Background: an optimization exercise with open tools, aiming at small area. Do not read the settings as production practice.
Only simulation tests tie the RTL to the original design; equivalence was not proved.
The clock port is modelled as an ideal driver, which makes a skipped or thinned clock tree look cheaper than it is; a real chip needs a root buffer or a tree.

// pwm_microcontroller
module pwm_microcontroller(
    input  clk,
    input  rst,
    input  RX,
    output TX,
    output pwm0,
    output pwm1
);
For scale: ~6 I/O pins, ~2200 um2 of cells after synthesis.
==> flow/config.mk <==
export PLATFORM = sky130hd
export DESIGN_NAME = pwm_microcontroller
export DESIGN_NICKNAME = pwm_microcontroller
export VERILOG_FILES = /design/flow/design.v
export SDC_FILE = /design/flow/constraint.sdc
export NUM_CORES = 4
export LEC_CHECK = 0
export CAP_MARGIN = 20
export CORE_MARGIN = 2
export CORE_UTILIZATION = 70
export GPL_TIMING_DRIVEN = 0
export PLACE_DENSITY = 0.8
export SLEW_MARGIN = 20
==> flow/constraint.sdc <==
create_clock -name core_clock -period 10.0 [get_ports {clk}]
set_input_delay 2.0000 -clock core_clock [delete_from_list [all_inputs] [get_ports {clk}]]
set_output_delay 2.0000 -clock core_clock [all_outputs]
set_load 0.01 [all_outputs]
standard.sh (not shown) runs the stock make flow with config.mk's settings and CLKGATE_MAP_FILE= SYNTH_SCRIPT=/design/flow/synth_recipe.tcl, a recipe that flattens the netlist after the stock synthesis.
==> flow/flow/run.sh <==
#!/bin/bash
# Own layout flow: the standard synthesis, then the combinational logic
# re-mapped by ABC for area (registers untouched; several ABC scripts are run
# and the smallest netlist is kept), then the standard ORFS layout with small
# port buffers and a one-level clock tree of two buffers (cts_hook.tcl).
set -euo pipefail
here=$(pwd)
R=$here/orfs/results/$FLOW_PLATFORM/pwm_microcontroller/base
YOSYS=${YOSYS_EXE:-$FLOW_HOME/../tools/install/yosys/bin/yosys}
LIB=$FLOW_HOME/platforms/$FLOW_PLATFORM/lib/sky130_fd_sc_hd__tt_025C_1v80.lib

export BUFFER_PORTS_ARGS="-buffer_cell sky130_fd_sc_hd__buf_1"
export PRE_CTS_TCL=$here/flow/cts_hook.tcl
export MY_CTS_GROUPS=2
export MY_CTS_BUF=sky130_fd_sc_hd__buf_12

bash standard.sh synth > $here/standard_synth.log 2>&1
cp $R/1_2_yosys.v $here/1_2_yosys_standard.v

# re-map with each ABC script, four at a time
mkdir -p $here/reabc
for s in $here/flow/abc/*.abc; do
  n=$(basename $s .abc)
  LIB=$LIB NETLIST_IN=$here/1_2_yosys_standard.v NETLIST_OUT=$here/reabc/$n.v \
  ABC_DIR=$here/flow/abc ABC_GLOB=$n.abc STAT_DIR=$here/reabc FLOW_TOP=$FLOW_TOP \
    timeout 900 $YOSYS -c $here/flow/reabc.tcl > $here/reabc/$n.log 2>&1 &
  while [ $(jobs -rp | wc -l) -ge 4 ]; do sleep 1; done
done
wait
best=""; best_area=""
for s in $here/flow/abc/*.abc; do
  n=$(basename $s .abc)
  a=$(grep "best ABC script" $here/reabc/$n.log | sed 's/.*(\(.*\))/\1/' || true)
  [ -n "$a" ] && [ -f $here/reabc/$n.v ] || continue
  echo "$n $a" >> $here/reabc/areas.txt
  if [ -z "$best" ] || awk "BEGIN{exit !($a < $best_area)}"; then best=$n; best_area=$a; fi
done
echo "best: $best $best_area" >> $here/reabc/areas.txt
cp $here/reabc/$best.v $R/1_2_yosys.v
rm -f $R/1_synth.odb $R/1_synth.sdc

bash standard.sh finish > $here/standard_finish.log 2>&1
==> flow/flow/abc/da1.abc <==
strash
&get -n
&deepsyn -T 45 -S 1
&put
strash
&get -n
&dch -f
&nf -a -p -R 1000
&put
topo
==> flow/flow/abc/da2.abc <==
strash
&get -n
&deepsyn -T 45 -S 2
&put
strash
&get -n
&dch -f
&nf -a -p -R 1000
&put
topo
==> flow/flow/abc/da3.abc <==
strash
&get -n
&deepsyn -T 45 -S 3
&put
strash
&get -n
&dch -f
&nf -a -p -R 1000
&put
topo
==> flow/flow/abc/da4.abc <==
strash
&get -n
&deepsyn -T 45 -S 4
&put
strash
&get -n
&dch -f
&nf -a -p -R 1000
&put
topo
==> flow/flow/abc/dp1.abc <==
strash
&get -n
&deepsyn -T 45 -S 1
&put
strash
&get -n
&dch -f
&nf -p -R 1000
&put
topo
==> flow/flow/abc/dp2.abc <==
strash
&get -n
&deepsyn -T 45 -S 2
&put
strash
&get -n
&dch -f
&nf -p -R 1000
&put
topo
==> flow/flow/abc/dp3.abc <==
strash
&get -n
&deepsyn -T 45 -S 3
&put
strash
&get -n
&dch -f
&nf -p -R 1000
&put
topo
==> flow/flow/abc/dp4.abc <==
strash
&get -n
&deepsyn -T 45 -S 4
&put
strash
&get -n
&dch -f
&nf -p -R 1000
&put
topo
==> flow/flow/abc/dp5.abc <==
strash
&get -n
&deepsyn -T 45 -S 5
&put
strash
&get -n
&dch -f
&nf -p -R 1000
&put
topo
==> flow/flow/abc/dp6.abc <==
strash
&get -n
&deepsyn -T 45 -S 6
&put
strash
&get -n
&dch -f
&nf -p -R 1000
&put
topo
==> flow/flow/abc/dp7.abc <==
strash
&get -n
&deepsyn -T 45 -S 7
&put
strash
&get -n
&dch -f
&nf -p -R 1000
&put
topo
==> flow/flow/abc/dp8.abc <==
strash
&get -n
&deepsyn -T 45 -S 8
&put
strash
&get -n
&dch -f
&nf -p -R 1000
&put
topo
Other scripts of this flow, unchanged in this note and not shown: flow/flow/abc/f1.abc, flow/flow/abc/f2.abc, flow/flow/cts_hook.tcl, flow/flow/cts_tree.tcl, flow/flow/reabc.tcl
Next try:
==> flow/flow/abc/da1.abc (replaced) <==
strash
&get -n
&deepsyn -T 30 -S 1
&put
strash
&get -n
&dch -f
&nf -a -p -R 1000
&put
topo
==> flow/flow/abc/da2.abc (replaced) <==
strash
&get -n
&deepsyn -T 30 -S 2
&put
strash
&get -n
&dch -f
&nf -a -p -R 1000
&put
topo
==> flow/flow/abc/da3.abc (replaced) <==
strash
&get -n
&deepsyn -T 30 -S 3
&put
strash
&get -n
&dch -f
&nf -a -p -R 1000
&put
topo
==> flow/flow/abc/dp1.abc (replaced) <==
strash
&get -n
&deepsyn -T 30 -S 1
&put
strash
&get -n
&dch -f
&nf -p -R 1000
&put
topo
==> flow/flow/abc/dp2.abc (replaced) <==
strash
&get -n
&deepsyn -T 30 -S 2
&put
strash
&get -n
&dch -f
&nf -p -R 1000
&put
topo
==> flow/flow/abc/dp3.abc (replaced) <==
strash
&get -n
&deepsyn -T 30 -S 3
&put
strash
&get -n
&dch -f
&nf -p -R 1000
&put
topo
==> flow/flow/abc/dp4.abc (replaced) <==
strash
&get -n
&deepsyn -T 30 -S 4
&put
strash
&get -n
&dch -f
&nf -p -R 1000
&put
topo
==> flow/flow/abc/dp5.abc (replaced) <==
strash
&get -n
&deepsyn -T 30 -S 5
&put
strash
&get -n
&dch -f
&nf -p -R 1000
&put
topo
==> flow/flow/abc/dp6.abc (replaced) <==
strash
&get -n
&deepsyn -T 30 -S 6
&put
strash
&get -n
&dch -f
&nf -p -R 1000
&put
topo
removed: flow/flow/abc/da4.abc
removed: flow/flow/abc/dp7.abc
removed: flow/flow/abc/dp8.abc
Effect:
- synthesized cell count stays the same
- worst setup slack does not change
- utilization is unchanged
In every run of this note, the design's own scripts or RTL, not TritonCTS, make the clock network.

## what the ideal ports hide
In the flow no input, the clock included, has a driving cell. The finished layouts below were timed again as built, in two steps. Step 1 (the two cells are an assumption about what drives the block):
set clk [get_ports {clk}]
set_driving_cell -lib_cell sky130_fd_sc_hd__clkbuf_16 $clk
set_driving_cell -lib_cell sky130_fd_sc_hd__buf_2 [delete_from_list [all_inputs] $clk]
Step 2, shift: input delay + t, output delay - t, t = (earliest + latest rising clock arrival at the registers) / 2. This alone moves slack from input paths to output paths. a / b / c = ideal ports / drivers / drivers and shift; a / b = the first two.
| run | t (ns) | setup slack, ns | hold slack, ns |
|---|---|---|---|
| the first run | 0.184 | 5.923 / 5.940 / 5.756 | 0.422 / 0.422 / 0.422 |
| the second run | 0.184 | 5.923 / 5.940 / 5.756 | 0.422 / 0.422 / 0.422 |
After both steps setup and hold are still met in every run listed.
